What follows belongs to an exercise in optimizing a design on an open flow for small area; a production flow would make more cautious choices. The RTL was checked by simulation tests, not by an equivalence proof against the original design. The clock cells of runs 3 to 7 come from the design's own scripts or RTL, not from TritonCTS. The clock port is modelled as an ideal driver, which makes a skipped or thinned clock tree look cheaper than it is; a real chip needs a root buffer or a tree. No activity file was given, so power comes from the tool's default toggle rates.

===== design.v =====
module some_registers
  (
   input wire        pclk,
   input wire        preset_n,
   input wire        penable,
   input wire [7:0]  paddr,
   input wire        pwrite,
   input wire [31:0] pwdata,
   input wire [3:0]  pstrb,
   input wire [2:0]  pprot,
   input wire        psel,
   output wire [31:0] prdata,
   output wire       pready
);
   wire [1:0]        wordaddr;
   reg               phase;            
   reg [31:0]        slot0 [1:0];      
   reg [31:0]        slot1 [1:0];      
   assign wordaddr = paddr[3:2];
   assign pready = 1'b1;
   wire              rslot = wordaddr[0] ^ phase;
   assign prdata = rslot ? slot1[wordaddr[1]] : slot0[wordaddr[1]];
   wire              wr = psel & pwrite & rslot;
   always @(posedge pclk or negedge preset_n)
     if (!preset_n)
       phase <= 1'b0;
     else
       phase <= !phase;
   genvar            p, b;
   generate
      for (p = 0; p < 2; p = p + 1) begin : pair
         for (b = 0; b < 4; b = b + 1) begin : lane
            always @(posedge pclk) begin
               if (wr & (wordaddr[1] == p) & pstrb[b])
                 slot0[p][8*b +: 8] <= pwdata[8*b +: 8];
               else
                 slot0[p][8*b +: 8] <= slot1[p][8*b +: 8];
               slot1[p][8*b +: 8] <= slot0[p][8*b +: 8];
            end
         end
      end
   endgenerate
endmodule
module pwm_controller
  #(parameter WIDTH = 16)
  (
   input wire        pclk,
   input wire        preset_n,
   input wire        penable,
   input wire [7:0]  paddr,
   input wire        pwrite,
   input wire [31:0] pwdata,
   input wire [3:0]  pstrb,
   input wire [2:0]  pprot,
   input wire        psel,
   output wire [31:0] prdata,
   output wire       pready,
   output wire       pwm_out
);
   reg [WIDTH-1:0]   counter;
   reg [WIDTH-1:0]   climit_n;       
   reg [WIDTH-1:0]   onlimit_n;      
   reg               climit_set;
   reg               onlimit_set;
   wire              addr0 = (paddr == 8'h0);
   wire              wr = psel & !penable & pwrite;
   function automatic ge_n;
      input [WIDTH-1:0] a;
      input [WIDTH-1:0] b_n;
      integer i;
      reg c;
      begin
         c = 1'b1;
         for (i = 0; i < WIDTH; i = i + 1)
           c = (a[i] & b_n[i]) | (a[i] & c) | (b_n[i] & c);
         ge_n = c;
      end
   endfunction
   assign pwm_out = onlimit_set & !ge_n(counter, onlimit_n);
   assign pready = 1'b1;
   wire              rd_c = addr0 & climit_set;
   wire              rd_o = !addr0 & onlimit_set;
   assign prdata = {{(32-WIDTH){1'b0}},
                    ~(({WIDTH{!rd_c}} | climit_n) & ({WIDTH{!rd_o}} | onlimit_n))};
   always @(posedge pclk or negedge preset_n)
     if(!preset_n) begin
        counter <= {WIDTH{1'b0}};
        climit_set <= 1'b0;
        onlimit_set <= 1'b0;
     end else begin
        if (wr) begin
           if (addr0)
             climit_set <= 1'b1;
           else
             onlimit_set <= 1'b1;
        end
        if (!climit_set || ge_n(counter, climit_n))
          counter <= {WIDTH{1'b0}};
        else
          counter <= counter + 1'b1;
     end
   always @(posedge pclk)
     if (wr) begin
        if (addr0)
          climit_n <= ~pwdata[WIDTH-1:0];
        else
          onlimit_n <= ~pwdata[WIDTH-1:0];
     end
endmodule
module apb_periph
  (
   input wire        pclk,
   input wire        preset_n,
   input wire        penable,
   input wire [7:0]  paddr,
   input wire        pwrite,
   input wire [31:0] pwdata,
   input wire [3:0]  pstrb,
   input wire [2:0]  pprot,
   input wire        psel1,
   output wire [31:0] prdata1,
   output wire       pready1,
   input wire        psel2,
   output wire [31:0] prdata2,
   output wire       pready2,
   output wire       led
);
   some_registers some_registers0
     (
      .pclk(pclk),
      .preset_n(preset_n),
      .penable(penable),
      .paddr(paddr),
      .pwrite(pwrite),
      .pwdata(pwdata),
      .pstrb(pstrb),
      .pprot(pprot),
      .psel(psel1),
      .prdata(prdata1),
      .pready(pready1)
      );
   pwm_controller pwm_controller0
     (
      .pclk(pclk),
      .preset_n(preset_n),
      .penable(penable),
      .paddr(paddr),
      .pwrite(pwrite),
      .pwdata(pwdata),
      .pstrb(pstrb),
      .pprot(pprot),
      .psel(psel2),
      .prdata(prdata2),
      .pready(pready2),
      .pwm_out(led)
      );
endmodule

===== flow/run.sh =====
#!/bin/bash
# Standard ORFS layout with these changes:
#  - synthesis maps logic with an area-oriented ABC script (flow/abc.script)
#    in place of ORFS's speed script; everything else in synthesis, and so
#    every register, is as the standard synthesis makes it;
#  - ports are buffered with the smallest buffer (buf_1);
#  - clock tree synthesis uses clkbuf_8 and inserts no dummy loads.
set -euo pipefail
W=$(pwd)
rm -rf "$W/scripts_abc"
cp -r "$FLOW_HOME/scripts" "$W/scripts_abc"
cp "$W/flow/abc.script" "$W/scripts_abc/abc_speed.script"
bash standard.sh "SCRIPTS_DIR=$W/scripts_abc" synth > synth.log 2>&1
bash standard.sh \
  "BUFFER_PORTS_ARGS=-buffer_cell sky130_fd_sc_hd__buf_1" \
  "CTS_ARGS=-sink_clustering_enable -repair_clock_nets -dont_use_dummy_load -buf_list sky130_fd_sc_hd__clkbuf_8" \
  finish > layout.log 2>&1

===== flow/abc.script =====
strash
&get -n
&st
&synch2
&dch -f
&nf -R 1000
&put

===== standard.sh =====
#!/bin/bash
# synth_recipe.tcl (not shown) runs the flow's synth.tcl, then flattens the netlist and writes it again
# the make line also repeats each setting of config.mk as NAME=value (left out here)
make -C /OpenROAD-flow-scripts/flow DESIGN_CONFIG=/design/flow/config.mk WORK_HOME=/design/flow/orfs CLKGATE_MAP_FILE= SYNTH_SCRIPT=/design/flow/synth_recipe.tcl "${@:-finish}"

===== config.mk =====
export PLATFORM = sky130hd
export DESIGN_NAME = apb_periph
export DESIGN_NICKNAME = apb_periph
export VERILOG_FILES = /design/flow/design.v
export SDC_FILE = /design/flow/constraint.sdc
export NUM_CORES = 4
export LEC_CHECK = 0
export CAP_MARGIN = 20
export CORE_MARGIN = 2
export CORE_UTILIZATION = 40
export SLEW_MARGIN = 20

===== constraint.sdc =====
create_clock -name core_clock -period 5.0 [get_ports {pclk}]
set_input_delay 1.0000 -clock core_clock [delete_from_list [all_inputs] [get_ports {pclk}]]
set_output_delay 1.0000 -clock core_clock [all_outputs]
set_load 0.01 [all_outputs]

==> results of run 1 <==
layout make-up:
class                           count  area, um^2  share of cell area [%]
Sequential cell                   179        4000                    55.3
Clock buffer                       17         234                    3.24
Inverter                           21        78.8                    1.09
Multi-Input combinational cell    284        2250                    31.1
Tap cell                          216         270                    3.74
Timing Repair Buffer              102         400                    5.54
kinds of logic (layout without fill, tap and decap cells):
| logic type | Yosys count | count (layout) | share of synthesized area (%) |
|---|---|---|---|
| XOR/XNOR | 14 | 14 | 1.92 |
| multiplexers | 64 | 64 | 16.9 |
| flip-flops | 179 | 179 | 62.7 |
| adder cells (fa/ha/maj) | 1 | 1 | 0.196 |
| buffers and inverters | 39 | 140 | 3.35 |
| AND/OR/NAND/NOR | 98 | 98 | 6.41 |
| other | 2 | 18 | 0.118 |
| AO/OA/AOI/OAI | 89 | 89 | 8.37 |
worst max-delay path by stage:
stage                               start  slack [ns]    endpoint  cells past startpoint
6_report       pwm_controller0.counter[2]        1.09         led                     13
5_1_grt        pwm_controller0.counter[2]        0.70         led                     13
4_1_cts        pwm_controller0.counter[2]        1.10         led                     13
3_5_place_dp                     paddr[3]        1.41  prdata1[6]                      4
3_3_place_gp                     paddr[3]        1.42  prdata1[8]                      4
2_1_floorplan                    paddr[2]        0.96  prdata1[0]                      2
state kept, by name (all words and copies together) (netlist names):
signal,cells
pwm_controller0.counter,16
some_registers0.slot0,64
pwm_controller0.onlimit_set,1
pwm_controller0.climit_set,1
some_registers0.slot1,64
pwm_controller0.onlimit_n,16
pwm_controller0.climit_n,16
some_registers0.phase,1
cells in the mapped netlist (all sizes together) (5+ instances only):
cell type	number	area (um^2)
dfrtp	19	475
a22oi	7	52.6
nor2	29	109
buf	18	135
dfxtp	128	2560
edfxtp	32	961
a221oi	5	43.8
nand3	6	30.0
o22ai	25	156
a21oi	7	35.0
xnor2	10	87.6
o21ai	38	190
clkinv	21	78.8
mux4	32	721
mux2	32	360
nand2	50	188
per-layer routing:
layer / part of all wire, % / up-vias
met5: 0 / -
met4: 0.73 / 0
met3: 9.0 / 7
met2: 46 / 126
met1: 44 / 2042
li1: - / 1969
power by group:
| part | internal, mW | switching (mW) |
|---|---|---|
| Combinational | 0.155 | 0.154 |
| Clock | 0.301 | 0.418 |
| Sequential | 1.65 | 0.0877 |
| Total | 2.11 | 0.660 |
stage by stage:
stage	power [mW]	setup slack, ns	std cells	utilization (%)
floorplan	1.96	0.957	502	-
global placement	2.06	1.42	802	44.5
detailed placement	2.08	1.41	802	44.5
CTS	2.80	1.10	819	46.0
global route	2.91	0.705	819	46.0
finish	2.77	1.09	819	46.0
worst max-delay path: stages (launching register included):
cell	delay, ns
dfrtp_1	0.47
a22oi_1	0.21
a21oi_1	0.10
a221oi_1	0.23
o21ai_0	0.16
o221ai_1	0.13
a21oi_1	0.11
a221oi_1	0.24
o21ai_0	0.16
o221ai_1	0.09
a21oi_1	0.10
a221oi_1	0.21
o21a_1	0.14
buf_1	0.15
==> results.sh, run 1 <==
export IMPL_post_cts_hold_buffer_count=0
export IMPL_max_vdd_ir_drop_v=0.000262
export IMPL_timing_hold_worst_class="flip-flop to flip-flop"
export IMPL_placedInstanceArea_um2=6990
export IMPL_worstHoldStart="some_registers0.slot0[0][21]"
export IMPL_chipWidth_um=130
export IMPL_grt_usage_pct=16.5
export IMPL_worst_r2r_path_depth=15
export IMPL_number_of_synthesized_flops_with_an_enable_pin=32
export IMPL_tritoncts="done"
export IMPL_synth_sequential_area_ratio_pct=62.7
export IMPL_wire_length_of_the_first_global_routing_pass_um=21100
export IMPL_min_delay_path_depth=0
export IMPL_grtUsageMet3_pct=7.01
export IMPL_drtPass1Iterations=5
export IMPL_layout_worst_path_cycle_share_pct=78.2
export IMPL_fin_skew_ns=0.0209
export IMPL_start_kind="flip-flop"
export IMPL_clk_latency_ns=0.44
export IMPL_gp_congestion=0.776
export IMPL_min_to="some_registers0.slot1[0][21]"
export IMPL_grt_remaining_overflow=0
export IMPL_layout_min_cycle_time_ns=3.91
export IMPL_global_route_peak_usage_layer="met2"
export IMPL_setup_repair_after_global_routing_missed_its_margin="false"
export IMPL_rr_startpoint="pwm_controller0.counter[1]"
export IMPL_timing_worst_setup_path_type="flip-flop to primary output"
export IMPL_detailed_place_hpwl_um=9400
export IMPL_num_fill_cells=1476
export IMPL_dieHeight_um=130
export IMPL_htree_levels=4
export IMPL_report_final_slew_viol_count=0
export IMPL_first_iter_violations=284
export IMPL_critical_path_peak_fanout=8
export IMPL_cts_reportedPaths_clkPinSlew_ns=0.09
export IMPL_finish_net_count=659
export IMPL_design_area_um2=7230
export IMPL_mostFrequentLayoutCells="dfxtp_1, buf_1, nand2_1"
export IMPL_routedWlPerCell_um=16.4
export IMPL_io_pins=120
export IMPL_slew_headroom_pct=54.2
export IMPL_number_of_global_route_vias_before_repair=4226
export IMPL_least_margin_pin_slew_ns=0.687
export IMPL_outcome="no timing/DRC/antenna violations"
export IMPL_number_of_synthesis_warnings=4
export IMPL_drive_above_1_share_pct=9.29
export IMPL_power_density_cell_area_nw_per_um2=383
export IMPL_cts_setup_buffers=0
export IMPL_synthesis_area_per_instance_um2=13.1
export IMPL_max_clock_path_buffers=2
export IMPL_ys_async_sr_fraction_pct=10.6
export IMPL_gr_usage_met1_pct=20.7
export IMPL_ff2ff_setup_slack_ns=1.92
export IMPL_synth_top_flop_cell="dfxtp_1"
export IMPL_worstReg2RegEnd="pwm_controller0.counter[3]"
export IMPL_timing_final_setup_violations=0
export IMPL_floorplan_core_area_um2=15700
export IMPL_detail_route_drc_violations=0
export IMPL_cts_resized=0
export IMPL_grt_antenna_before_repair=0
export IMPL_max_freq_mhz=256
export IMPL_cp_required_ns=4.00
export IMPL_grt_start_max_net_pins=35
export IMPL_placement_rows=46
export IMPL_drt_antenna_violating_nets=0
export IMPL_synthesized_cell_area_um2=6380
export IMPL_end_kind="primary output"
export IMPL_maxCapViolCount=0
export IMPL_initial_core_util_pct=40.6
export IMPL_routed_via_density=5.06
export IMPL_finalHoldViolations=0
export IMPL_area_growth_syn_to_layout_pct=13.3
export IMPL_setup_tns_ns=0
export IMPL_total_leakage_power_nw=2.63
export IMPL_use_met2_pct=26.6
export IMPL_leading_cell_type_in_the_layout_fill_and_taps_excluded="dfxtp_1"
export IMPL_hold_slack_ns=0.335
export IMPL_routed_via_count=4144
export IMPL_post_synth_num_cell_types=31
export IMPL_clock_sinks=179
export IMPL_timing_critical_path_arrival_ns=2.91
export IMPL_post_synthesis_sequential_element_count=179
export IMPL_die_area_um2=17000
export IMPL_portBuffers=98
export IMPL_wl_um=13400
export IMPL_clock_root_buffer="clkbuf_8"
export IMPL_cts_inserted_buffers=17
export IMPL_post_synthesis_cells=486
export IMPL_insertedDiodeCount=0
==> inputs of run 2 (changes only) <==
--- a/design.v
+++ b/design.v
@@ -65,3 +65,3 @@
    wire              addr0 = (paddr == 8'h0);
-   wire              wr = psel & !penable & pwrite;
+   wire              wr = psel & pwrite;
    function automatic ge_n;
@@ -86,3 +86,2 @@
      if(!preset_n) begin
-        counter <= {WIDTH{1'b0}};
         climit_set <= 1'b0;
@@ -96,7 +95,8 @@
         end
-        if (!climit_set || ge_n(counter, climit_n))
-          counter <= {WIDTH{1'b0}};
-        else
-          counter <= counter + 1'b1;
      end
+   always @(posedge pclk)
+     if (!climit_set || ge_n(counter, climit_n))
+       counter <= {WIDTH{1'b0}};
+     else
+       counter <= counter + 1'b1;
    always @(posedge pclk)
==> run 2 against run 1 <==
Compared with the run above:
- cell count shrank 1.3%
- highest routed layer unchanged
- die area fell by 0.99%
- count of clock-buffer cells in the layout did not move
- first-iteration DRC count increased by 10%
- global-route usage is 0.29 points higher
- power is 0.17% higher
- via count shrank 0.31%
- combinational power hardly changed
- clock power down 0.6%
- critical path type unchanged
- worst setup slack improved by 0.059 ns
- sequential power hardly changed
- synthesized area down 1.0%
==> results.sh, run 2 <==
export IMPL_outcome="no timing/DRC/antenna violations"
export IMPL_dieHeight_um=130
export IMPL_worst_r2r_path_depth=14
export IMPL_number_of_synthesized_flops_with_an_enable_pin=32
export IMPL_post_synthesis_sequential_element_count=179
export IMPL_grt_start_max_net_pins=34
export IMPL_cts_inserted_buffers=17
export IMPL_timing_final_setup_violations=0
export IMPL_placement_rows=45
export IMPL_synth_sequential_area_ratio_pct=62.1
export IMPL_synthesis_area_per_instance_um2=13.1
export IMPL_detail_route_drc_violations=0
export IMPL_grt_remaining_overflow=0
export IMPL_io_pins=120
export IMPL_grt_antenna_before_repair=0
export IMPL_post_synthesis_cells=483
export IMPL_layout_worst_path_cycle_share_pct=77.0
export IMPL_synthTopCellsByCount="dfxtp_1, nand2_1, o21ai_0"
export IMPL_report_final_slew_viol_count=0
export IMPL_cp_required_ns=4.00
export IMPL_total_leakage_power_nw=2.56
export IMPL_chipWidth_um=130
export IMPL_initial_core_util_pct=41.2
export IMPL_synthesized_cell_area_um2=6310
export IMPL_die_area_um2=16800
export IMPL_drive_above_1_share_pct=8.88
export IMPL_cts_setup_buffers=0
export IMPL_wl_um=13500
export IMPL_clock_sinks=179
export IMPL_clk_latency_ns=0.43
export IMPL_setup_tns_ns=0
export IMPL_leading_cell_type_in_the_layout_fill_and_taps_excluded="dfxtp_1"
export IMPL_max_freq_mhz=260
export IMPL_timing_critical_path_arrival_ns=2.85
export IMPL_critical_path_peak_fanout=3
export IMPL_end_kind="primary output"
export IMPL_num_fill_cells=1440
export IMPL_routed_via_density=5.11
export IMPL_grt_usage_pct=16.8
export IMPL_p_total_mw=2.77
export IMPL_yosys_area_top_type="dfxtp_1"
export IMPL_finalHoldViolations=0
export IMPL_post_synth_num_cell_types=36
export IMPL_max_clock_path_buffers=2
export IMPL_timing_hold_worst_class="flip-flop to flip-flop"
export IMPL_finish_net_count=653
export IMPL_start_kind="flip-flop"
export IMPL_routedWlPerCell_um=16.8
export IMPL_synth_most_common_cell="dfxtp_1"
export IMPL_power_density_cell_area_nw_per_um2=389
export IMPL_layout_min_cycle_time_ns=3.85
export IMPL_area_growth_syn_to_layout_pct=13.0
export IMPL_cts_resized=0
export IMPL_clock_root_buffer="clkbuf_8"
export IMPL_least_margin_pin_slew_ns=0.819
export IMPL_place_inst=791
export IMPL_min_delay_path_depth=0
export IMPL_floorplan_core_area_um2=15300
export IMPL_insertedDiodeCount=0
export IMPL_synthTopCellsByArea="dfxtp_1, edfxtp_1, mux4_2"
export IMPL_synth_top_flop_cell="dfxtp_1"
export IMPL_maxCapViolCount=0
export IMPL_drtPass1Iterations=6
export IMPL_layoutNonFillerInstCount=808
export IMPL_gp_congestion=0.729
export IMPL_mostFrequentLayoutCells="dfxtp_1, buf_1, nand2_1"
export IMPL_post_cts_hold_buffer_count=0
export IMPL_fin_skew_ns=0.0208
export IMPL_routed_via_count=4131
export IMPL_synthDominantCellAreaShare_pct=45.7
export IMPL_drt_antenna_violating_nets=0
export IMPL_ys_async_sr_fraction_pct=1.68
export IMPL_number_of_global_route_vias_before_repair=4186
export IMPL_top_regs="some_registers0.slot0 x64, some_registers0.slot1 x64"
export IMPL_htree_levels=4
export IMPL_setup_repair_after_global_routing_missed_its_margin="false"
export IMPL_slew_headroom_pct=45.4
export IMPL_first_iter_violations=313
export IMPL_detailed_place_hpwl_um=9490
export IMPL_portBuffers=97
export IMPL_timing_worst_setup_path_type="flip-flop to primary output"
export IMPL_tritoncts="done"
export IMPL_wire_length_of_the_first_global_routing_pass_um=21500
export IMPL_max_vdd_ir_drop_v=0.000311
export IMPL_cts_reportedPaths_clkPinSlew_ns=0.09
export IMPL_number_of_synthesis_warnings=4
[run 2: changes by cell type in the layout (fill, tap and decap cells not counted), sizes merged, moves of 4 or more]
cell / previous run / this run
nand2: 50 / 45
dfrtp: 19 / 3
a21oi: 7 / 3
dfxtp: 128 / 144
nor2: 29 / 24
[run 2: layout make-up]
class | count | area (um^2) | area share [%]
multi-input combinational | 280 | 2260 | 31.6
sequential | 179 | 3920 | 54.9
timing repair buffer | 99 | 380 | 5.33
inverter | 22 | 82.6 | 1.16
tap | 211 | 264 | 3.70
clock buffer | 17 | 234 | 3.28
[run 2: worst max-delay path, cell delays in order, from the launching register on]
cell,delay (ns)
edfxtp_1,0.41
a22oi_1,0.19
a21oi_1,0.09
a221oi_1,0.25
o21ai_0,0.16
a222oi_1,0.33
nor3_1,0.12
a211oi_1,0.21
o22ai_1,0.15
o221ai_1,0.09
nand3_1,0.09
o21ai_0,0.07
and2_0,0.13
buf_1,0.15
[run 2: logic make-up after synthesis]
group,Yosys count,synth area share [%]
buffers and inverters,40,3.45
other,2,0.119
AO/OA/AOI/OAI,88,8.56
AND/OR/NAND/NOR,95,6.56
adder cells (fa/ha/maj),1,0.198
multiplexers,64,17.1
flip-flops,179,62.1
XOR/XNOR,14,1.94
[run 2: worst paths after layout]
kind	start	end	slack, ns
worst max-delay path	pwm_controller0.onlimit_n[2]	led	1.15
worst min-delay path	some_registers0.slot0[0][25]	some_registers0.slot1[0][25]	0.34
worst max register to register	pwm_controller0.counter[2]	pwm_controller0.counter[7]	1.75
worst min register to register	some_registers0.slot0[0][25]	some_registers0.slot1[0][25]	0.34
max in group asynchronous	preset_n	pwm_controller0.climit_set	4.46
min in group asynchronous	preset_n	pwm_controller0.onlimit_set	0.38
[run 2: report_power, final]
group	switching (mW)	internal (mW)
sequential	0.0920	1.66
clock	0.414	0.301
combinational	0.154	0.157
[run 2: metrics by stage]
step                hold WS, ns  setup slack, ns  utilization (%)  area [um^2]
floorplan                 0.326            0.944                -         6370
global placement          0.328             1.24             45.1         6900
detailed placement        0.335             1.22             45.1         6900
CTS                       0.345             1.07             46.6         7140
global route              0.343            0.916             46.6         7140
finish                    0.343             1.15             46.6         7140
[run 2: metal layers]
metal  routed length, um  track usage (%)  up-vias
met4                  87             3.98        0
met5                   0                0        -
met3                1190             6.65        6
met1                6010             22.0     2001
li1                    -                -     1962
met2                6260             26.4      162
==> inputs of run 3 (changes only) <==
--- a/flow/run.sh
+++ b/flow/run.sh
@@ -6,3 +6,6 @@
 #  - ports are buffered with the smallest buffer (buf_1);
-#  - clock tree synthesis uses clkbuf_8 and inserts no dummy loads.
+#  - after clock tree synthesis, flow/myclk.tcl replaces the tree with a
+#    two-level inverter tree: the clock port drives one root inverter,
+#    which drives 8 leaf inverters, each driving the clock pins of one
+#    spatial group of about 22 registers.
 set -euo pipefail
@@ -13,2 +16,4 @@
 bash standard.sh "SCRIPTS_DIR=$W/scripts_abc" synth > synth.log 2>&1
+export MYCLK_NLEAF=8 MYCLK_NX=4
+export MYCLK_CELL=sky130_fd_sc_hd__inv_12 MYCLK_ROOT=sky130_fd_sc_hd__inv_8
 bash standard.sh \
@@ -16,2 +21,3 @@
   "CTS_ARGS=-sink_clustering_enable -repair_clock_nets -dont_use_dummy_load -buf_list sky130_fd_sc_hd__clkbuf_8" \
+  "POST_CTS_TCL=$W/flow/myclk.tcl" \
   finish > layout.log 2>&1
==> flow/myclk.tcl (new file) <==
# Replace the clock tree that CTS built (run as ORFS's POST_CTS_TCL hook).
# The clock port drives one root cell (MYCLK_ROOT, if set; else the port
# drives the leaves directly), which drives MYCLK_NLEAF leaf cells
# (MYCLK_CELL), each driving the clock pins of one spatial group of
# registers and placed at the group's centroid.  The groups are
# MYCLK_NX columns by x, each split into rows by y, with equal counts.
# Root and leaf are both inverters or both buffers, so the registers see
# the clock with its own polarity.

proc outpin {inst} {
  set t [$inst findITerm X]
  if {$t eq "NULL" || $t eq ""} { set t [$inst findITerm Y] }
  return $t
}
set nleaf [expr {[info exists ::env(MYCLK_NLEAF)] ? $::env(MYCLK_NLEAF) : 4}]
set leafcell [expr {[info exists ::env(MYCLK_CELL)] ? $::env(MYCLK_CELL) : "sky130_fd_sc_hd__clkbuf_16"}]
set block [ord::get_db_block]
set db [ord::get_db]
set clknet [$block findNet pclk]
# 1. remove the buffers CTS inserted, moving their loads to their input net
set changed 1
while {$changed} {
  set changed 0
  foreach inst [$block getInsts] {
    set mname [[$inst getMaster] getName]
    if {![string match "clkbuf_*" [$inst getName]] || ![string match "sky130_fd_sc_hd__clkbuf_*" $mname]} continue
    set in [[$inst findITerm A] getNet]
    set out [[$inst findITerm X] getNet]
    foreach it [$out getITerms] {
      if {[$it getInst] eq $inst} continue
      $it disconnect
      $it connect $in
    }
    [$inst findITerm A] disconnect
    [$inst findITerm X] disconnect
    odb::dbInst_destroy $inst
    odb::dbNet_destroy $out
    set changed 1
    break
  }
}
# 2. the clock pins now on the port's net
set sinks {}
foreach it [$clknet getITerms] {
  set inst [$it getInst]
  set bb [$inst getBBox]
  lappend sinks [list $it [expr {([$bb xMin]+[$bb xMax])/2}] [expr {([$bb yMin]+[$bb yMax])/2}]]
}
puts "myclk: [llength $sinks] sinks on pclk"
# 3. split into groups: by x into nx columns, each by y into ny rows
proc split_by {lst idx n} {
  set s [lsort -integer -index $idx $lst]
  set out {}
  set len [llength $s]
  for {set i 0} {$i < $n} {incr i} {
    lappend out [lrange $s [expr {$i*$len/$n}] [expr {($i+1)*$len/$n - 1}]]
  }
  return $out
}
set nx [expr {[info exists ::env(MYCLK_NX)] ? $::env(MYCLK_NX) : 2}]
set ny [expr {$nleaf / $nx}]
set rootcell [expr {[info exists ::env(MYCLK_ROOT)] ? $::env(MYCLK_ROOT) : ""}]
set srcnet $clknet
if {$rootcell ne ""} {
  set rm [$db findMaster $rootcell]
  set die [$block getDieArea]
  set root [odb::dbInst_create $block $rm "clkbuf_root_my"]
  $root setLocation [expr {([$die xMin]+[$die xMax])/2}] [expr {([$die yMin]+[$die yMax])/2}]
  $root setPlacementStatus PLACED
  set srcnet [odb::dbNet_create $block "clknet_my_root"]
  $srcnet setSigType CLOCK
  [$root findITerm A] connect $clknet
  [outpin $root] connect $srcnet
}
set groups {}
foreach col [split_by $sinks 1 $nx] { foreach g [split_by $col 2 $ny] { lappend groups $g } }
set master [$db findMaster $leafcell]
set k 0
foreach g $groups {
  set sx 0; set sy 0
  foreach s $g { set sx [expr {$sx + [lindex $s 1]}]; set sy [expr {$sy + [lindex $s 2]}] }
  set cx [expr {$sx / [llength $g]}]; set cy [expr {$sy / [llength $g]}]
  set buf [odb::dbInst_create $block $master "clkbuf_leaf_my_$k"]
  $buf setLocation [expr {$cx - [$master getWidth]/2}] [expr {$cy - [$master getHeight]/2}]
  $buf setPlacementStatus PLACED
  set net [odb::dbNet_create $block "clknet_my_$k"]
  $net setSigType CLOCK
  foreach s $g { set it [lindex $s 0]; $it disconnect; $it connect $net }
  [outpin $buf] connect $net
  [$buf findITerm A] connect $srcnet
  puts "myclk: leaf $k [llength $g] sinks at $cx $cy"
  incr k
}
detailed_placement
estimate_parasitics -placement
==> run 3 against run 2 <==
Compared with the run above:
- worst hold slack better by 0.0047 ns
- clock skew is 0.012 ns lower
- utilization is 0.60 points lower
- sequential power hardly changed
- power is 4.2% lower
- critical endpoint unchanged
- largest cell class unchanged
- highest routed layer unchanged
==> results.sh, run 3 <==
export IMPL_outcome="no timing/DRC/antenna violations"
export IMPL_placedInstanceArea_um2=6900
export IMPL_yosys_area_top_type="dfxtp_1"
export IMPL_setup_repair_after_global_routing_missed_its_margin="false"
export IMPL_drt_antenna_violating_nets=0
export IMPL_die_area_um2=16800
export IMPL_cts_reportedPaths_clkPinSlew_ns=0.09
export IMPL_place_inst=791
export IMPL_cp_required_ns=4.00
export IMPL_start_kind="flip-flop"
export IMPL_synthesized_cell_area_um2=6310
export IMPL_wire_length_of_the_first_global_routing_pass_um=21400
export IMPL_synth_most_common_cell="dfxtp_1"
export IMPL_io_pins=120
export IMPL_worstHoldStart="some_registers0.slot0[1][18]"
export IMPL_finalHoldViolations=0
export IMPL_area_growth_syn_to_layout_pct=11.6
export IMPL_hold_slack_ns=0.348
export IMPL_timing_final_setup_violations=0
export IMPL_insertedDiodeCount=0
export IMPL_clk_latency_ns=0.25
export IMPL_gp_congestion=0.729
export IMPL_post_synth_num_cell_types=36
export IMPL_initial_core_util_pct=41.2
export IMPL_ff2ff_setup_slack_ns=1.74
export IMPL_grt_remaining_overflow=0
export IMPL_layoutNonFillerInstCount=800
export IMPL_synthDominantCellAreaShare_pct=45.7
export IMPL_synthTopCellsByArea="dfxtp_1, edfxtp_1, mux4_2"
export IMPL_max_vdd_ir_drop_v=0.000277
export IMPL_fin_skew_ns=0.00927
export IMPL_least_margin_pin_slew_ns=0.811
export IMPL_routed_via_count=4121
export IMPL_portBuffers=97
export IMPL_setup_tns_ns=0
export IMPL_total_leakage_power_nw=2.51
export IMPL_grt_usage_pct=16.1
export IMPL_top_regs="some_registers0.slot0 x64, some_registers0.slot1 x64"
export IMPL_critical_path_peak_fanout=3
export IMPL_timing_hold_worst_class="flip-flop to flip-flop"
export IMPL_floorplan_core_area_um2=15300
export IMPL_number_of_global_route_vias_before_repair=4170
export IMPL_timing_worst_setup_path_type="flip-flop to primary output"
export IMPL_report_final_slew_viol_count=0
export IMPL_synth_sequential_area_ratio_pct=62.1
export IMPL_design_area_um2=7040
export IMPL_leading_cell_type_in_the_layout_fill_and_taps_excluded="dfxtp_1"
export IMPL_number_of_synthesis_warnings=4
export IMPL_drtPass1Iterations=5
export IMPL_power_density_cell_area_nw_per_um2=377
export IMPL_grt_antenna_before_repair=0
export IMPL_detail_route_drc_violations=0
export IMPL_routedWlPerCell_um=16.9
export IMPL_worstReg2RegEnd="pwm_controller0.counter[7]"
export IMPL_timing_critical_path_arrival_ns=2.76
export IMPL_synthesis_area_per_instance_um2=13.1
export IMPL_number_of_synthesized_flops_with_an_enable_pin=32
export IMPL_end_kind="primary output"
export IMPL_min_delay_path_depth=0
export IMPL_post_synthesis_cells=483
export IMPL_slew_headroom_pct=46.0
export IMPL_clock_sinks=179
export IMPL_post_synthesis_sequential_element_count=179
export IMPL_synth_top_flop_cell="dfxtp_1"
export IMPL_ys_async_sr_fraction_pct=1.68
export IMPL_rr_startpoint="pwm_controller0.counter[2]"
export IMPL_wl_um=13500
export IMPL_dieHeight_um=130
export IMPL_finish_net_count=645
export IMPL_drive_above_1_share_pct=7.64
export IMPL_routed_via_density=5.15
export IMPL_detailed_place_hpwl_um=9490
export IMPL_max_freq_mhz=266
export IMPL_placement_rows=45
export IMPL_synthTopCellsByCount="dfxtp_1, nand2_1, o21ai_0"
export IMPL_layout_worst_path_cycle_share_pct=75.3
export IMPL_min_to="some_registers0.slot1[1][18]"
export IMPL_maxCapViolCount=0
export IMPL_mostFrequentLayoutCells="dfxtp_1, buf_1, nand2_1"
export IMPL_chipWidth_um=130
export IMPL_first_iter_violations=298
export IMPL_layout_min_cycle_time_ns=3.76
export IMPL_worst_r2r_path_depth=14
export IMPL_grt_start_max_net_pins=34
==> run 3: cell counts after synthesis <==
No cell type changed its count.
==> run 3: worst max-delay path, stage by stage (launching register included) <==
cell and delay (ns):
edfxtp_1 0.43, a22oi_1 0.19, a21oi_1 0.09, a221oi_1 0.29, o21ai_0 0.18, a222oi_1 0.33, nor3_1 0.11, a211oi_1 0.21
o22ai_1 0.15, o221ai_1 0.10, nand3_1 0.09, o21ai_0 0.07, and2_0 0.13, buf_1 0.15
==> run 3: kinds of logic (layout without fill, tap and decap cells) <==
kind of cell	after synthesis	in the layout	share of synthesized area (%)
buf+inv	40	130	3.45
flops	179	179	62.1
xor+xnor	14	14	1.94
simple gates	95	95	6.56
fa+ha+maj	1	1	0.198
compound gates	88	88	8.56
other cells	2	18	0.119
mux	64	64	17.1
==> run 3: worst max-delay path by stage <==
stage	startpoint	end	slack (ns)	depth (start not counted)
3_3_place_gp	paddr[3]	prdata1[6]	1.24	4
3_5_place_dp	paddr[3]	prdata1[6]	1.22	4
5_1_grt	paddr[3]	prdata2[7]	1.06	7
2_1_floorplan	paddr[2]	prdata1[0]	0.94	2
6_report	pwm_controller0.onlimit_n[2]	led	1.24	13
==> run 3: power by group <==
part	total [mW]	switching (mW)	internal, mW
combinational	0.312	0.155	0.157
sequential	1.75	0.0916	1.66
clock	0.599	0.508	0.0902
==> run 3: cell type report <==
type | count | area (um^2)
multi-input cells | 280 | 2260
repair buffers | 99 | 380
fillers | 1428 | 8270
inverters | 31 | 224
flip-flops and latches | 179 | 3920
well taps | 211 | 264
==> run 3: per-stage QoR <==
step	total power, mW	worst slack (ns)	utilization [%]
detailed placement	2.09	1.22	45.1
global placement	2.07	1.24	45.1
finish	2.66	1.24	46.0
floorplan	1.97	0.944	-
global route	2.80	1.06	46.0
==> run 3: per-layer routing <==
layer / up-vias / part of all wire, % / global-route usage, %
met5: - / 0 / 0
met4: 0 / 0.72 / 2.09
met3: 10 / 8.4 / 4.50
met2: 144 / 47 / 27.0
met1: 2012 / 44 / 21.4
li1: 1955 / - / -
==> inputs of run 4 (changes only) <==
--- a/flow/run.sh
+++ b/flow/run.sh
@@ -8,4 +8,4 @@
 #    two-level inverter tree: the clock port drives one root inverter,
-#    which drives 8 leaf inverters, each driving the clock pins of one
-#    spatial group of about 22 registers.
+#    which drives 10 leaf inverters, each driving the clock pins of one
+#    spatial group of about 18 registers.
 set -euo pipefail
@@ -16,4 +16,4 @@
 bash standard.sh "SCRIPTS_DIR=$W/scripts_abc" synth > synth.log 2>&1
-export MYCLK_NLEAF=8 MYCLK_NX=4
-export MYCLK_CELL=sky130_fd_sc_hd__inv_12 MYCLK_ROOT=sky130_fd_sc_hd__inv_8
+export MYCLK_NLEAF=10 MYCLK_NX=5
+export MYCLK_CELL=sky130_fd_sc_hd__inv_8 MYCLK_ROOT=sky130_fd_sc_hd__inv_8
 bash standard.sh \
==> flow/abc.script (replaced) <==
strash
&get -n
&st
&syn3
&dch -f
&nf -R 1000
&put
==> run 4 against run 3 <==
Compared with the run above:
- critical path depth stayed put
- global-route usage is 0.69 points lower
- sequential power hardly changed
- power is 1.2% lower
- first-iteration DRC count is 52% lower
==> results.sh, run 4 <==
export IMPL_outcome="no timing/DRC/antenna violations"
export IMPL_routed_via_count=4045
export IMPL_post_synthesis_sequential_element_count=179
export IMPL_global_route_peak_usage_layer="met2"
export IMPL_worst_r2r_path_depth=13
export IMPL_layout_worst_path_cycle_share_pct=72.2
export IMPL_multiInputGateArea_um2=2220
export IMPL_finish_net_count=642
export IMPL_rr_startpoint="pwm_controller0.climit_n[2]"
export IMPL_start_kind="flip-flop"
export IMPL_synth_most_common_cell="dfxtp_1"
export IMPL_power_density_cell_area_nw_per_um2=376
export IMPL_synthesis_area_per_instance_um2=13.2
export IMPL_fin_skew_ns=0.0118
export IMPL_worstHoldStart="some_registers0.slot0[0][22]"
export IMPL_grt_start_max_net_pins=34
export IMPL_floorplan_core_area_um2=15300
export IMPL_grt_usage_pct=15.4
export IMPL_post_synthesis_cells=477
export IMPL_timing_worst_setup_path_type="flip-flop to primary output"
export IMPL_storage_element_area_um2=3920
export IMPL_number_of_synthesized_flops_with_an_enable_pin=32
export IMPL_top_regs="some_registers0.slot0 x64, some_registers0.slot1 x64"
export IMPL_cts_reportedPaths_clkPinSlew_ns=0.09
export IMPL_least_margin_pin_slew_ns=0.736
export IMPL_dpl_worst_slack_ns=1.58
export IMPL_dieHeight_um=129
export IMPL_leading_cell_type_in_the_layout_fill_and_taps_excluded="dfxtp_1"
export IMPL_num_fill_cells=1426
export IMPL_number_of_synthesis_warnings=4
export IMPL_end_kind="primary output"
export IMPL_detailed_place_hpwl_um=9240
export IMPL_routedWlPerCell_um=16.2
export IMPL_ys_async_sr_fraction_pct=1.68
export IMPL_wire_length_of_the_first_global_routing_pass_um=20600
export IMPL_drt_antenna_violating_nets=0
export IMPL_io_pins=120
export IMPL_worstReg2RegEnd="pwm_controller0.counter[3]"
export IMPL_gp_congestion=0.743
export IMPL_mostFrequentLayoutCells="dfxtp_1, buf_1, nand2_1"
export IMPL_max_vdd_ir_drop_v=0.000259
export IMPL_layoutNonFillerInstCount=797
export IMPL_detail_route_drc_violations=0
export IMPL_final_setup_worst_slack_ns=1.39
export IMPL_routed_via_density=5.08
export IMPL_grtUsageMet3_pct=4.34
export IMPL_post_synth_num_cell_types=27
export IMPL_clk_latency_ns=0.24
export IMPL_grt_antenna_before_repair=0
export IMPL_slew_headroom_pct=50.9
export IMPL_timing_critical_path_arrival_ns=2.61
export IMPL_clock_sinks=179
export IMPL_synth_sequential_area_ratio_pct=62.5
export IMPL_die_area_um2=16700
export IMPL_p_total_mw=2.63
export IMPL_synthDominantCellAreaShare_pct=45.9
export IMPL_drive_above_1_share_pct=8.19
export IMPL_setup_repair_after_global_routing_missed_its_margin="false"
export IMPL_use_met2_pct=27.2
export IMPL_chipWidth_um=129
export IMPL_total_leakage_power_nw=2.50
export IMPL_synth_top_flop_cell="dfxtp_1"
export IMPL_grt_remaining_overflow=0
export IMPL_timing_final_setup_violations=0
export IMPL_critical_path_peak_fanout=3
export IMPL_placement_rows=45
export IMPL_insertedDiodeCount=0
export IMPL_gr_usage_met1_pct=19.3
export IMPL_max_freq_mhz=277
export IMPL_setup_tns_ns=0
export IMPL_min_delay_path_depth=0
export IMPL_finalHoldViolations=0
export IMPL_drtPass1Iterations=5
export IMPL_synthesized_cell_area_um2=6270
export IMPL_place_inst=786
export IMPL_initial_core_util_pct=41.1
export IMPL_first_iter_violations=142
export IMPL_timing_hold_worst_class="flip-flop to flip-flop"
export IMPL_ff2ff_setup_slack_ns=2.09
export IMPL_portBuffers=97
export IMPL_min_to="some_registers0.slot1[0][22]"
export IMPL_report_final_slew_viol_count=0
export IMPL_number_of_global_route_vias_before_repair=4155
export IMPL_hold_slack_ns=0.349
export IMPL_synthTopCellsByCount="dfxtp_1, nand2_1, o21ai_0"
export IMPL_yosys_area_top_type="dfxtp_1"
export IMPL_cp_required_ns=4.00
export IMPL_area_growth_syn_to_layout_pct=11.5
export IMPL_synthTopCellsByArea="dfxtp_1, edfxtp_1, mux4_2"
export IMPL_wl_um=12900
export IMPL_layout_min_cycle_time_ns=3.61
export IMPL_maxCapViolCount=0
==> run 4: cells by family after synthesis <==
group | synth area share, %
flops | 62.5
simple gates | 6.20
compound gates | 8.43
fa+ha+maj | 0.199
xor+xnor | 1.95
mux | 17.2
buf+inv | 3.41
other cells | 0.120
==> run 4: layout make-up <==
class	count	share of cell area (%)
flip-flops and latches	179	56.0
multi-input cells	275	31.8
repair buffers	100	5.55
well taps	211	3.77
inverters	32	2.90
==> run 4: per-stage QoR <==
step	cell area, um^2	utilization [%]
2_1_floorplan	6330	-
3_3_place_gp	6870	45.0
3_5_place_dp	6870	45.0
5_1_grt	6990	45.8
6_report	6990	45.8
==> run 4: worst max path at each step <==
stage	start	to	slack (ns)
2_1_floorplan	paddr[2]	prdata1[0]	0.94
3_3_place_gp	paddr[2]	prdata1[6]	1.59
3_5_place_dp	paddr[2]	prdata1[7]	1.58
5_1_grt	pwm_controller0.onlimit_n[1]	led	1.08
6_report	pwm_controller0.onlimit_n[1]	led	1.39
==> run 4: critical path: stages, from the launching register on <==
cell      delay [ns]
edfxtp_1        0.43
o22ai_1         0.21
a21oi_1         0.09
a221oi_1        0.22
o21ai_0         0.15
o221ai_1        0.10
a21oi_1         0.09
a221oi_1        0.22
nor2_1          0.08
a221oi_1        0.23
o21ai_0         0.14
o221ai_1        0.08
and3_1          0.19
buf_1           0.15
==> run 4: report_power, final <==
part / switching (mW) / leakage (nW) / total, mW / internal, mW
sequential: 0.0895 / 1.52 / 1.75 / 1.66
clock: 0.489 / 0.0666 / 0.566 / 0.0774
combinational: 0.157 / 0.907 / 0.315 / 0.158
==> run 4: metal layers <==
| layer | vias up | part of all wire (%) |
|---|---|---|
| li1 | 1933 | - |
| met1 | 1975 | 43 |
| met2 | 125 | 49 |
| met3 | 12 | 7.5 |
| met4 | 0 | 0.89 |
| met5 | - | 0 |
==> inputs of run 5 (changes only) <==
--- a/flow/run.sh
+++ b/flow/run.sh
@@ -9,3 +9,7 @@
 #    which drives 10 leaf inverters, each driving the clock pins of one
-#    spatial group of about 18 registers.
+#    spatial group of about 18 registers;
+#  - the tie cells that synthesis makes for constant outputs are not
+#    duplicated per port (SKIP_REPAIR_TIE_FANOUT): one tie cell drives the
+#    constant-0 outputs (prdata2[31:16]) and one the constant-1 outputs
+#    (pready1, pready2).
 set -euo pipefail
@@ -22,2 +26,3 @@
   "POST_CTS_TCL=$W/flow/myclk.tcl" \
+  "SKIP_REPAIR_TIE_FANOUT=1" \
   finish > layout.log 2>&1
==> run 5 against run 4 <==
Compared with the run above:
- largest cell class unchanged
- sequential cell count did not move
- via count is 1.1% lower
- worst hold slack gained 0.0024 ns
- critical path type unchanged
- final area fell by 0.97%
- critical path depth is the same
- power is 0.51% lower
- worst setup slack lost 0.060 ns
- first-iteration DRC count is 39% higher
- fmax decreased by 1.6%
==> results.sh, run 5 <==
export IMPL_outcome="no timing/DRC/antenna violations"
export IMPL_chipWidth_um=129
export IMPL_total_leakage_power_nw=2.44
export IMPL_synth_most_common_cell="dfxtp_1"
export IMPL_area_growth_syn_to_layout_pct=10.4
export IMPL_number_of_synthesized_flops_with_an_enable_pin=32
export IMPL_finish_net_count=625
export IMPL_timing_hold_worst_class="flip-flop to flip-flop"
export IMPL_drtPass1Iterations=4
export IMPL_drt_antenna_violating_nets=0
export IMPL_switching_share_pct=27.7
export IMPL_placement_rows=45
export IMPL_p_total_mw=2.61
export IMPL_cp_required_ns=4.00
export IMPL_grt_remaining_overflow=0
export IMPL_timing_critical_path_arrival_ns=2.67
export IMPL_clock_power_share_pct=21.3
export IMPL_die_area_um2=16700
export IMPL_start_kind="flip-flop"
export IMPL_insertedDiodeCount=0
export IMPL_least_margin_pin_slew_ns=0.732
export IMPL_combPwrFrac_pct=12.0
export IMPL_grt_start_max_net_pins=35
export IMPL_routedWlPerCell_um=16.3
export IMPL_routed_via_density=5.13
export IMPL_power_density_cell_area_nw_per_um2=377
export IMPL_synth_top_flop_cell="dfxtp_1"
export IMPL_source_of_the_critical_timing_path="pwm_controller0.onlimit_n[2]"
export IMPL_initial_core_util_pct=41.1
export IMPL_gp_congestion=0.769
export IMPL_slew_headroom_pct=51.2
export IMPL_synthTopCellsByCount="dfxtp_1, nand2_1, o21ai_0"
export IMPL_storage_element_area_um2=3920
export IMPL_layout_worst_path_cycle_share_pct=73.4
export IMPL_critical_path_top_cell_by_count="a221oi_1"
export IMPL_global_route_peak_usage_layer="met2"
export IMPL_routed_via_count=4002
export IMPL_grt_usage_pct=15.1
export IMPL_maxCapViolCount=0
export IMPL_clock_sinks=179
export IMPL_cts_reportedPaths_clkPinSlew_ns=0.09
export IMPL_multiInputGateArea_um2=2160
export IMPL_post_synth_num_cell_types=27
export IMPL_floorplan_core_area_um2=15300
export IMPL_fin_skew_ns=0.0105
export IMPL_ys_async_sr_fraction_pct=1.68
export IMPL_yosys_area_top_type="dfxtp_1"
export IMPL_timing_worst_setup_path_type="flip-flop to primary output"
export IMPL_rr_startpoint="pwm_controller0.climit_n[2]"
export IMPL_ff2ff_setup_slack_ns=2.06
export IMPL_hold_slack_ns=0.351
export IMPL_crit_slowest_cell="edfxtp_1"
export IMPL_detailed_place_hpwl_um=9000
export IMPL_layout_min_cycle_time_ns=3.67
export IMPL_clk_latency_ns=0.23
export IMPL_wl_um=12700
export IMPL_mostFrequentLayoutCells="dfxtp_1, buf_1, nand2_1"
export IMPL_synthTopCellsByArea="dfxtp_1, edfxtp_1, mux4_2"
export IMPL_first_iter_violations=197
export IMPL_switching_power_of_the_nets_uw=723
export IMPL_drive_above_1_share_pct=8.26
export IMPL_synth_sequential_area_ratio_pct=62.5
export IMPL_synthDominantCellAreaShare_pct=45.9
export IMPL_synthesis_area_per_instance_um2=13.2
export IMPL_worstReg2RegEnd="pwm_controller0.counter[3]"
export IMPL_setup_repair_after_global_routing_missed_its_margin="false"
export IMPL_max_vdd_ir_drop_v=0.000252
export IMPL_finalHoldViolations=0
export IMPL_timing_critical_path_cells="a22oi_1 -> a21oi_1 -> a221oi_1 -> o21ai_0 -> o221ai_1 -> a21oi_1 -> a221oi_1 -> nor2_1 -> a221oi_1 -> o21ai_0 -> o221ai_1 -> and3_1 -> buf_1"
export IMPL_synthesized_cell_area_um2=6270
export IMPL_worst_r2r_path_depth=13
export IMPL_number_of_global_route_vias_before_repair=4100
export IMPL_detail_route_drc_violations=0
export IMPL_place_inst=769
export IMPL_number_of_synthesis_warnings=4
export IMPL_timing_final_setup_violations=0
export IMPL_end_kind="primary output"
export IMPL_critical_path_peak_fanout=3
export IMPL_grt_antenna_before_repair=0
export IMPL_top_regs="some_registers0.slot0 x64, some_registers0.slot1 x64"
export IMPL_p_seq_share_pct=66.8
export IMPL_layoutNonFillerInstCount=780
export IMPL_dieHeight_um=129
export IMPL_slowest_delay_ns=0.43
export IMPL_num_fill_cells=1392
export IMPL_io_pins=120
export IMPL_crit_path_end="led"
export IMPL_leading_cell_type_in_the_layout_fill_and_taps_excluded="dfxtp_1"
export IMPL_gr_usage_met1_pct=18.8
export IMPL_post_synthesis_cells=477
export IMPL_post_synthesis_sequential_element_count=179
export IMPL_portBuffers=97
export IMPL_wire_length_of_the_first_global_routing_pass_um=20200
export IMPL_power_report_internal_total_mw=1.89
export IMPL_report_final_slew_viol_count=0
export IMPL_grtUsageMet3_pct=4.50
export IMPL_use_met2_pct=26.3
export IMPL_setup_tns_ns=0
export IMPL_max_freq_mhz=272
run 5: cell counts after synthesis:
No cell type changed its count.
run 5: per-layer routing:
layer  routed length [um]  share of wire (%)  vias up
li1                     -                  -     1916
met1                 5440                 43     1962
met3                 1000                7.9       10
met2                 6160                 48      114
met4                  134                1.1        0
met5                    0                  0        -
run 5: critical path, delay by kind of cell (launching register included):
kind,cells,cell delay [ns]
AO/OA/AOI/OAI,10,1.57
buffers and inverters,1,0.16
flip-flops,1,0.43
AND/OR/NAND/NOR,2,0.27
run 5: area by class of cell:
cell class	instances	share of cell area (%)
inverters	32	2.93
multi-input cells	259	31.2
flip-flops and latches	179	56.6
well taps	211	3.81
repair buffers	99	5.49
run 5: how the worst min path moves through the flow:
stage,from,end,depth (start not counted)
floorplan,some_registers0.slot0[1][0],some_registers0.slot1[1][0],0
global placement,some_registers0.slot0[0][27],some_registers0.slot1[0][27],0
detailed placement,some_registers0.slot0[1][25],some_registers0.slot1[1][25],0
global route,some_registers0.slot0[0][1],some_registers0.slot1[0][1],0
finish,some_registers0.slot0[1][21],some_registers0.slot1[1][21],0
run 5: power groups by stage:
| stage | sequential (mW) | combinational, mW | clock (mW) |
|---|---|---|---|
| final | 1.74 | 0.313 | 0.556 |
| after global routing | 1.77 | 0.346 | 0.636 |
| after detailed placement | 1.77 | 0.318 | 0 |
| after global placement | 1.76 | 0.308 | 0 |
| after floorplan | 1.74 | 0.222 | 0 |
run 5: stage by stage:
step           area, um^2  utilization (%)  setup WS (ns)
3_5_place_dp         6800             44.6           1.46
6_report             6930             45.4           1.33
2_1_floorplan        6270                -          0.944
5_1_grt              6930             45.4           1.09
3_3_place_gp         6800             44.6           1.46
run 5: logic make-up after synthesis:
family,after synthesis,share of synthesized area (%)
adder cells (fa/ha/maj),1,0.199
AND/OR/NAND/NOR,91,6.20
XOR/XNOR,14,1.95
flip-flops,179,62.5
AO/OA/AOI/OAI,87,8.43
buffers and inverters,39,3.41
other,2,0.120
multiplexers,64,17.2
==> inputs of run 6 (changes only) <==
--- a/design.v
+++ b/design.v
@@ -21,3 +21,10 @@
    wire              rslot = wordaddr[0] ^ phase;
-   assign prdata = rslot ? slot1[wordaddr[1]] : slot0[wordaddr[1]];
+   wire [3:0]        rsel;
+   assign rsel[0] = !wordaddr[1] & !rslot;
+   assign rsel[1] = !wordaddr[1] & rslot;
+   assign rsel[2] = wordaddr[1] & !rslot;
+   assign rsel[3] = wordaddr[1] & rslot;
+   rmux rmux0
+     (.sel(rsel), .d0(slot0[0]), .d1(slot1[0]), .d2(slot0[1]), .d3(slot1[1]),
+      .q(prdata));
    wire              wr = psel & pwrite & rslot;
@@ -31,11 +38,38 @@
       for (p = 0; p < 2; p = p + 1) begin : pair
+         wire [31:0] next0;
+         wire [3:0]  load;
          for (b = 0; b < 4; b = b + 1) begin : lane
-            always @(posedge pclk) begin
-               if (wr & (wordaddr[1] == p) & pstrb[b])
-                 slot0[p][8*b +: 8] <= pwdata[8*b +: 8];
-               else
-                 slot0[p][8*b +: 8] <= slot1[p][8*b +: 8];
-               slot1[p][8*b +: 8] <= slot0[p][8*b +: 8];
-            end
+            assign load[b] = wr & (wordaddr[1] == p) & pstrb[b];
          end
+         wmux wmux0 (.load(load), .d(pwdata), .keep(slot1[p]), .q(next0));
+         always @(posedge pclk) begin
+            slot0[p] <= next0;
+            slot1[p] <= slot0[p];
+         end
+      end
+   endgenerate
+endmodule
+module rmux
+  (
+   input wire [3:0]  sel,
+   input wire [31:0] d0,
+   input wire [31:0] d1,
+   input wire [31:0] d2,
+   input wire [31:0] d3,
+   output wire [31:0] q
+);
+   assign q = ({32{sel[0]}} & d0) | ({32{sel[1]}} & d1)
+            | ({32{sel[2]}} & d2) | ({32{sel[3]}} & d3);
+endmodule
+module wmux
+  (
+   input wire [3:0]  load,
+   input wire [31:0] d,
+   input wire [31:0] keep,
+   output wire [31:0] q
+);
+   genvar            b;
+   generate
+      for (b = 0; b < 4; b = b + 1) begin : lane
+         assign q[8*b +: 8] = ({8{load[b]}} & d[8*b +: 8]) | ({8{!load[b]}} & keep[8*b +: 8]);
       end
--- a/flow/run.sh
+++ b/flow/run.sh
@@ -4,3 +4,6 @@
 #    in place of ORFS's speed script; everything else in synthesis, and so
-#    every register, is as the standard synthesis makes it;
+#    every register, is as the standard synthesis makes it; the register
+#    file's read mux (module rmux, which holds no registers) is kept as a
+#    module until the end of synthesis (SYNTH_KEEP_MODULES), so it is
+#    mapped on its own as an AND-OR of its one-hot select;
 #  - ports are buffered with the smallest buffer (buf_1);
@@ -19,3 +22,3 @@
 cp "$W/flow/abc.script" "$W/scripts_abc/abc_speed.script"
-bash standard.sh "SCRIPTS_DIR=$W/scripts_abc" synth > synth.log 2>&1
+bash standard.sh "SCRIPTS_DIR=$W/scripts_abc" "SYNTH_KEEP_MODULES=rmux" synth > synth.log 2>&1
 export MYCLK_NLEAF=10 MYCLK_NX=5
==> run 6 against run 5 <==
Compared with the run above:
- die area shrank 1.5%
- synthesized area shrank 1.6%
- largest power group unchanged
- power shrank 0.85%
- largest cell class unchanged
- first-iteration DRC count shrank 4.1%
- final area shrank 1.9%
- sequential cell count is the same
- clock skew grew 0.00071 ns
- sequential share of layout area grew 1.1 points
- cell count grew 6.0%
- utilization shrank 0.51 points
- clock power is essentially flat
- critical endpoint unchanged
==> results.sh, run 6 <==
export IMPL_worstHoldStart="some_registers0.slot0[0][24]"
export IMPL_post_synthesis_sequential_element_count=179
export IMPL_number_of_synthesized_flops_with_an_enable_pin=32
export IMPL_setup_tns_ns=0
export IMPL_worstReg2RegEnd="pwm_controller0.counter[3]"
export IMPL_start_kind="flip-flop"
export IMPL_power_density_cell_area_nw_per_um2=381
export IMPL_wl_um=14200
export IMPL_drt_antenna_violating_nets=0
export IMPL_p_seq_share_pct=67.7
export IMPL_layout_min_cycle_time_ns=3.67
export IMPL_dieHeight_um=128
export IMPL_yosys_area_top_type="dfxtp_1"
export IMPL_clock_sinks=179
export IMPL_maxCapViolCount=0
export IMPL_initial_core_util_pct=40.8
export IMPL_drive_above_1_share_pct=2.66
export IMPL_placement_rows=45
export IMPL_report_final_slew_viol_count=0
export IMPL_synthTopCellsByArea="dfxtp_1, edfxtp_1, a22oi_1"
export IMPL_rr_startpoint="pwm_controller0.climit_n[2]"
export IMPL_min_delay_path_depth=0
export IMPL_synth_sequential_area_ratio_pct=63.5
export IMPL_setup_repair_after_global_routing_missed_its_margin="false"
export IMPL_synth_most_common_cell="dfxtp_1"
export IMPL_detail_route_drc_violations=0
export IMPL_combPwrFrac_pct=10.8
export IMPL_cp_required_ns=4.00
export IMPL_timing_critical_path_max_delay_family="compound AO/OA/AOI/OAI gates"
export IMPL_synth_top_flop_cell="dfxtp_1"
export IMPL_post_synth_num_cell_types=27
export IMPL_ys_async_sr_fraction_pct=1.68
export IMPL_portBuffers=97
export IMPL_timing_critical_path_cells="a22oi_1 -> a21oi_1 -> a221oi_1 -> o21ai_0 -> o221ai_1 -> a21oi_1 -> a221oi_1 -> nor2_1 -> a221oi_1 -> o21ai_0 -> o221ai_1 -> and3_1 -> buf_1"
export IMPL_synthesized_cell_area_um2=6170
export IMPL_routedWlPerCell_um=17.1
export IMPL_slowest_delay_ns=0.43
export IMPL_finish_net_count=695
export IMPL_floorplan_core_area_um2=15100
export IMPL_top_regs="some_registers0.slot0 x64, some_registers0.slot1 x64"
export IMPL_worst_path_buf_inv=1
export IMPL_mostFrequentLayoutCells="dfxtp_1, buf_1, nand2_1"
export IMPL_die_area_um2=16400
export IMPL_synthesis_area_per_instance_um2=11.3
export IMPL_critical_path_top_cell_by_count="a221oi_1"
export IMPL_number_of_global_route_vias_before_repair=4487
export IMPL_detailed_place_hpwl_um=9740
export IMPL_gp_congestion=0.723
export IMPL_worst_r2r_path_depth=13
export IMPL_leading_cell_type_in_the_layout_fill_and_taps_excluded="dfxtp_1"
export IMPL_switching_share_pct=28.8
export IMPL_power_report_internal_total_mw=1.84
export IMPL_synthDominantCellAreaShare_pct=46.7
export IMPL_timing_worst_setup_path_type="flip-flop to primary output"
export IMPL_grt_start_max_net_pins=33
export IMPL_critical_path_peak_fanout=3
export IMPL_design_area_um2=6800
export IMPL_max_freq_mhz=273
export IMPL_area_growth_syn_to_layout_pct=10.1
export IMPL_clk_latency_ns=0.24
export IMPL_routed_via_density=5.36
export IMPL_max_vdd_ir_drop_v=0.000287
export IMPL_fin_skew_ns=0.0112
export IMPL_finalHoldViolations=0
export IMPL_crit_slowest_cell="edfxtp_1"
export IMPL_number_of_synthesis_warnings=6
export IMPL_clock_power_share_pct=21.5
export IMPL_layout_worst_path_cycle_share_pct=73.3
export IMPL_timing_critical_path_arrival_ns=2.67
export IMPL_timing_hold_worst_class="flip-flop to flip-flop"
export IMPL_grt_usage_pct=17.1
export IMPL_routed_via_count=4435
export IMPL_wire_length_of_the_first_global_routing_pass_um=22800
export IMPL_grt_antenna_before_repair=0
export IMPL_crit_cells=13
export IMPL_first_iter_violations=189
export IMPL_cts_reportedPaths_clkPinSlew_ns=0.09
export IMPL_placedInstanceArea_um2=6670
export IMPL_end_kind="primary output"
export IMPL_drtPass1Iterations=4
export IMPL_post_synthesis_cells=545
export IMPL_least_margin_pin_slew_ns=0.749
export IMPL_io_pins=120
export IMPL_outcome="no timing/DRC/antenna violations"
export IMPL_total_leakage_power_nw=2.50
export IMPL_chipWidth_um=128
export IMPL_slew_headroom_pct=50.1
export IMPL_switching_power_of_the_nets_uw=746
export IMPL_ff2ff_setup_slack_ns=2.16
export IMPL_grt_remaining_overflow=0
export IMPL_insertedDiodeCount=0
export IMPL_min_to="some_registers0.slot1[0][24]"
export IMPL_synthTopCellsByCount="dfxtp_1, nand2_1, a22oi_1"
export IMPL_timing_final_setup_violations=0
-- run 6: changes by cell type after synthesis --
cell,previous run,this run
a22oi_1,8,72
and2_0,0,2
mux4_2,32,0
nand2_1,49,81
nor2_1,20,22
-- run 6: cell families after synthesis --
| family | after synthesis | share of synthesized area (%) |
|---|---|---|
| adder cells (fa/ha/maj) | 1 | 0.203 |
| flip-flops | 179 | 63.5 |
| XOR/XNOR | 14 | 1.99 |
| AND/OR/NAND/NOR | 127 | 8.57 |
| AO/OA/AOI/OAI | 151 | 16.4 |
| other | 2 | 0.122 |
| multiplexers | 32 | 5.84 |
| buffers and inverters | 39 | 3.47 |
-- run 6: worst max path at each step --
stage	startpoint	endpoint	slack [ns]
detailed placement	paddr[2]	prdata1[8]	1.45
global route	pwm_controller0.onlimit_n[2]	led	0.96
global placement	paddr[2]	prdata1[6]	1.52
finish	pwm_controller0.onlimit_n[2]	led	1.33
floorplan	paddr[2]	prdata1[30]	1.41
-- run 6: routing by layer --
| metal | vias up | global-route usage, % | wire (um) |
|---|---|---|---|
| li1 | 2169 | - | - |
| met1 | 2135 | 21.2 | 6050 |
| met2 | 116 | 30.4 | 6880 |
| met3 | 15 | 4.22 | 1010 |
| met4 | 0 | 3.36 | 216 |
| met5 | - | 0 | 0 |
-- run 6: Yosys stat by module, one instance, submodules excluded --
module | cells | cell area, um^2
apb_periph | 449 | 5570
rmux | 96 | 601
-- run 6: power groups by stage --
stage / Clock (mW) / Sequential (mW) / Combinational, mW
finish: 0.558 / 1.75 / 0.279
global route: 0.646 / 1.78 / 0.316
detailed placement: 0 / 1.78 / 0.282
global placement: 0 / 1.77 / 0.272
floorplan: 0 / 1.75 / 0.187
-- run 6: final cells by class --
cell class                      count  area, um^2
Fill cell                        1431        8350
Sequential cell                   179        3920
Multi-Input combinational cell    327        2050
Timing Repair Buffer              101         394
Tap cell                          188         235
Inverter                           32         203
-- run 6: per-stage QoR --
step,worst slack [ns],std cells,hold slack (ns),utilization (%),power [mW]
finish,1.33,827,0.349,44.9,2.59
global route,0.958,827,0.359,44.9,2.74
detailed placement,1.45,816,0.339,44.1,2.07
global placement,1.52,816,0.334,44.1,2.04
floorplan,1.41,545,0.331,-,1.94
==> inputs of run 7 (changes only) <==
--- a/flow/run.sh
+++ b/flow/run.sh
@@ -7,3 +7,6 @@
 #    module until the end of synthesis (SYNTH_KEEP_MODULES), so it is
-#    mapped on its own as an AND-OR of its one-hot select;
+#    mapped on its own as an AND-OR of its one-hot select; the write
+#    muxes of the register file's slots (module wmux, no registers) are
+#    kept as well and mapped first with ABC's area mapper amap
+#    (flow/abc_wmux.script, hooked in by flow/abc_modules.py);
 #  - ports are buffered with the smallest buffer (buf_1);
@@ -22,3 +25,5 @@
 cp "$W/flow/abc.script" "$W/scripts_abc/abc_speed.script"
-bash standard.sh "SCRIPTS_DIR=$W/scripts_abc" "SYNTH_KEEP_MODULES=rmux" synth > synth.log 2>&1
+python3 "$W/flow/abc_modules.py" "$W/scripts_abc/synth.tcl"
+bash standard.sh "SCRIPTS_DIR=$W/scripts_abc" "SYNTH_KEEP_MODULES=rmux wmux" \
+  "ABC_MODULE_SCRIPTS=wmux $W/flow/abc_wmux.script" synth > synth.log 2>&1
 export MYCLK_NLEAF=10 MYCLK_NX=5
==> flow/abc_modules.py (new file) <==
# Patch the copied ORFS synth.tcl so that, before its abc call maps the
# whole design, the modules named in ABC_MODULE_SCRIPTS ("module script"
# pairs) are mapped with their own ABC scripts; the main abc call then
# leaves their already mapped cells alone.
import sys
p = sys.argv[1]
s = open(p).read()
old = "  log_cmd abc {*}$abc_args\n"
new = """  if { [env_var_exists_and_non_empty ABC_MODULE_SCRIPTS] } {
    foreach {m script} $::env(ABC_MODULE_SCRIPTS) {
      set margs $abc_args
      lset margs 1 $script
      log_cmd abc {*}$margs $m
    }
  }
  log_cmd abc {*}$abc_args
"""
assert s.count(old) == 1, "abc call not found"
open(p, "w").write(s.replace(old, new))
==> flow/abc_wmux.script (new file) <==
strash
dch -f
amap
topo
==> run 7 against run 6 <==
Compared with the run above:
- worst setup slack got worse by 0.32 ns
- worst hold slack improved by 0.00070 ns
- register-to-register slack got worse by 0.06 ns
- wire length rose by 3.0%
- synthesized area fell by 0.49%
- die area fell by 0.48%
- final area fell by 0.33%
- still clean
- synthesized cell count fell by 4.4%
- largest power group unchanged
- via count rose by 0.36%
- utilization barely moved
- cell count fell by 2.8%
==> results.sh, run 7 <==
export IMPL_outcome="no timing/DRC/antenna violations"
export IMPL_post_synth_num_cell_types=27
export IMPL_number_of_synthesized_flops_with_an_enable_pin=32
export IMPL_portBuffers=97
export IMPL_mostFrequentLayoutCells="dfxtp_1, buf_1, a22oi_1"
export IMPL_die_area_um2=16400
export IMPL_combPwrFrac_pct=12.8
export IMPL_clk_latency_ns=0.24
export IMPL_layout_min_cycle_time_ns=3.99
export IMPL_floorplan_core_area_um2=15100
export IMPL_cts_reportedPaths_clkPinSlew_ns=0.10
export IMPL_clock_power_share_pct=20.7
export IMPL_num_fill_cells=1442
export IMPL_slew_headroom_pct=37.4
export IMPL_maxCapViolCount=0
export IMPL_leading_cell_type_in_the_layout_fill_and_taps_excluded="dfxtp_1"
export IMPL_io_pins=120
export IMPL_cp_required_ns=4.00
export IMPL_p_seq_share_pct=66.6
export IMPL_insertedDiodeCount=0
export IMPL_detail_route_drc_violations=0
export IMPL_first_iter_violations=184
export IMPL_power_report_internal_total_mw=1.95
export IMPL_synthTopCellsByCount="dfxtp_1, a22oi_1, o22a_1"
export IMPL_clock_sinks=179
export IMPL_routed_via_density=5.54
export IMPL_ys_async_sr_fraction_pct=1.68
export IMPL_drt_antenna_violating_nets=0
export IMPL_gp_congestion=0.765
export IMPL_synth_sequential_area_ratio_pct=63.8
export IMPL_switching_power_of_the_nets_uw=801
export IMPL_synth_top_flop_cell="dfxtp_1"
export IMPL_switching_share_pct=29.1
export IMPL_timing_critical_path_arrival_ns=2.99
export IMPL_grt_antenna_before_repair=0
export IMPL_post_synthesis_cells=521
export IMPL_grt_usage_pct=17.6
export IMPL_top_regs="some_registers0.slot0 x64, some_registers0.slot1 x64"
export IMPL_max_vdd_ir_drop_v=0.000257
export IMPL_synthTopCellsByArea="dfxtp_1, edfxtp_1, o22a_1"
export IMPL_synthesized_cell_area_um2=6140
export IMPL_end_kind="primary output"
export IMPL_power_density_cell_area_nw_per_um2=407
export IMPL_place_inst=793
export IMPL_post_synthesis_sequential_element_count=179
export IMPL_start_kind="input pin"
export IMPL_chipWidth_um=128
export IMPL_fin_skew_ns=0.0116
export IMPL_grt_remaining_overflow=0
export IMPL_number_of_synthesis_warnings=6
export IMPL_finish_net_count=672
export IMPL_layoutNonFillerInstCount=804
export IMPL_timing_hold_worst_class="flip-flop to flip-flop"
export IMPL_setup_tns_ns=0
export IMPL_wl_um=14600
export IMPL_grt_start_max_net_pins=33
export IMPL_layout_worst_path_cycle_share_pct=79.8
export IMPL_initial_core_util_pct=40.7
export IMPL_routed_via_count=4451
export IMPL_dieHeight_um=128
export IMPL_area_growth_syn_to_layout_pct=10.3
export IMPL_least_margin_pin_slew_ns=0.939
export IMPL_drive_above_1_share_pct=2.92
export IMPL_routedWlPerCell_um=18.1
export IMPL_synthDominantCellAreaShare_pct=46.9
export IMPL_placement_rows=45
export IMPL_synthesis_area_per_instance_um2=11.8
export IMPL_number_of_global_route_vias_before_repair=4557
export IMPL_synth_most_common_cell="dfxtp_1"
export IMPL_total_leakage_power_nw=2.38
run 7: changes by cell type after synthesis:
| cell | change |
|---|---|
| mux2_1 | -32 |
| nand2_1 | -40 |
| o21ai_0 | -32 |
| o22a_1 | +64 |
| and2_0 | +8 |
| clkinv_1 | +8 |
run 7: cells by family after synthesis:
logic type | share of synthesized area (%)
AND/OR/NAND/NOR | 6.98
buffers and inverters | 3.97
adder cells (fa/ha/maj) | 0.204
AO/OA/AOI/OAI | 22.9
flip-flops | 63.8
XOR/XNOR | 2.00
other | 0.122
run 7: worst paths after layout:
kind / end / cells past startpoint / slack, ns / start
setup / recovery: prdata1[6] / 7 / 1.01 / paddr[2]
min in group asynchronous: some_registers0.phase / 1 / 0.55 / preset_n
hold / removal: some_registers0.slot1[0][13] / 0 / 0.35 / some_registers0.slot0[0][13]
setup reg to reg: pwm_controller0.counter[3] / 13 / 2.10 / pwm_controller0.climit_n[2]
hold reg to reg: some_registers0.slot1[0][13] / 0 / 0.35 / some_registers0.slot0[0][13]
max in group asynchronous: pwm_controller0.onlimit_set / 1 / 4.29 / preset_n
run 7: worst max-delay path, stage by stage:
cell	delay, ns
buf_1	0.11
xor2_1	0.35
and2_1	0.81
buf_4	0.32
a22oi_1	0.10
nand2_1	0.13
buf_1	0.16
run 7: layout make-up:
class	count	area [um^2]	share of cell area [%]
timing repair buffer	102	402	5.93
inverter	40	233	3.43
tap	188	235	3.47
multi-input combinational	295	1990	29.3
sequential	179	3920	57.8
run 7: per-layer routing:
layer	track usage (%)	part of all wire, %	vias to the layer above
met3	3.63	6.5	20
li1	-	-	2148
met2	31.3	49	121
met4	3.36	1.6	0
met5	0	0	-
met1	22.4	43	2162
run 7: modules after synthesis, one instance, submodules excluded:
module	flops+latches	times used	cells	area, um^2
apb_periph	179	1	353	4950
rmux	0	1	96	601
wmux	0	2	36	295
run 7: power groups by stage:
stage	clock network, mW	registers [mW]	logic, mW
after global routing	0.651	1.86	0.391
final	0.569	1.83	0.352
after detailed placement	0	1.86	0.356
after global placement	0	1.84	0.346
after floorplan	0	1.82	0.247
run 7: through the flow:
stage / setup slack (ns) / cell area (um^2) / util, % / total power, mW / hold slack (ns)
after floorplan: 1.41 / 6140 / - / 2.07 / 0.331
after global placement: 1.00 / 6650 / 44.1 / 2.19 / 0.333
after detailed placement: 1.04 / 6650 / 44.1 / 2.22 / 0.337
after global routing: 0.874 / 6780 / 44.9 / 2.90 / 0.358
final: 1.01 / 6780 / 44.9 / 2.75 / 0.349

Check on run 7: ideal ports give 1.012 ns setup slack; a clkbuf_16 on the clock port and buf_2 on the inputs give 0.986 ns; moving port delays by the midpoint clock arrival (0.285 ns) as well gives 0.986 ns.
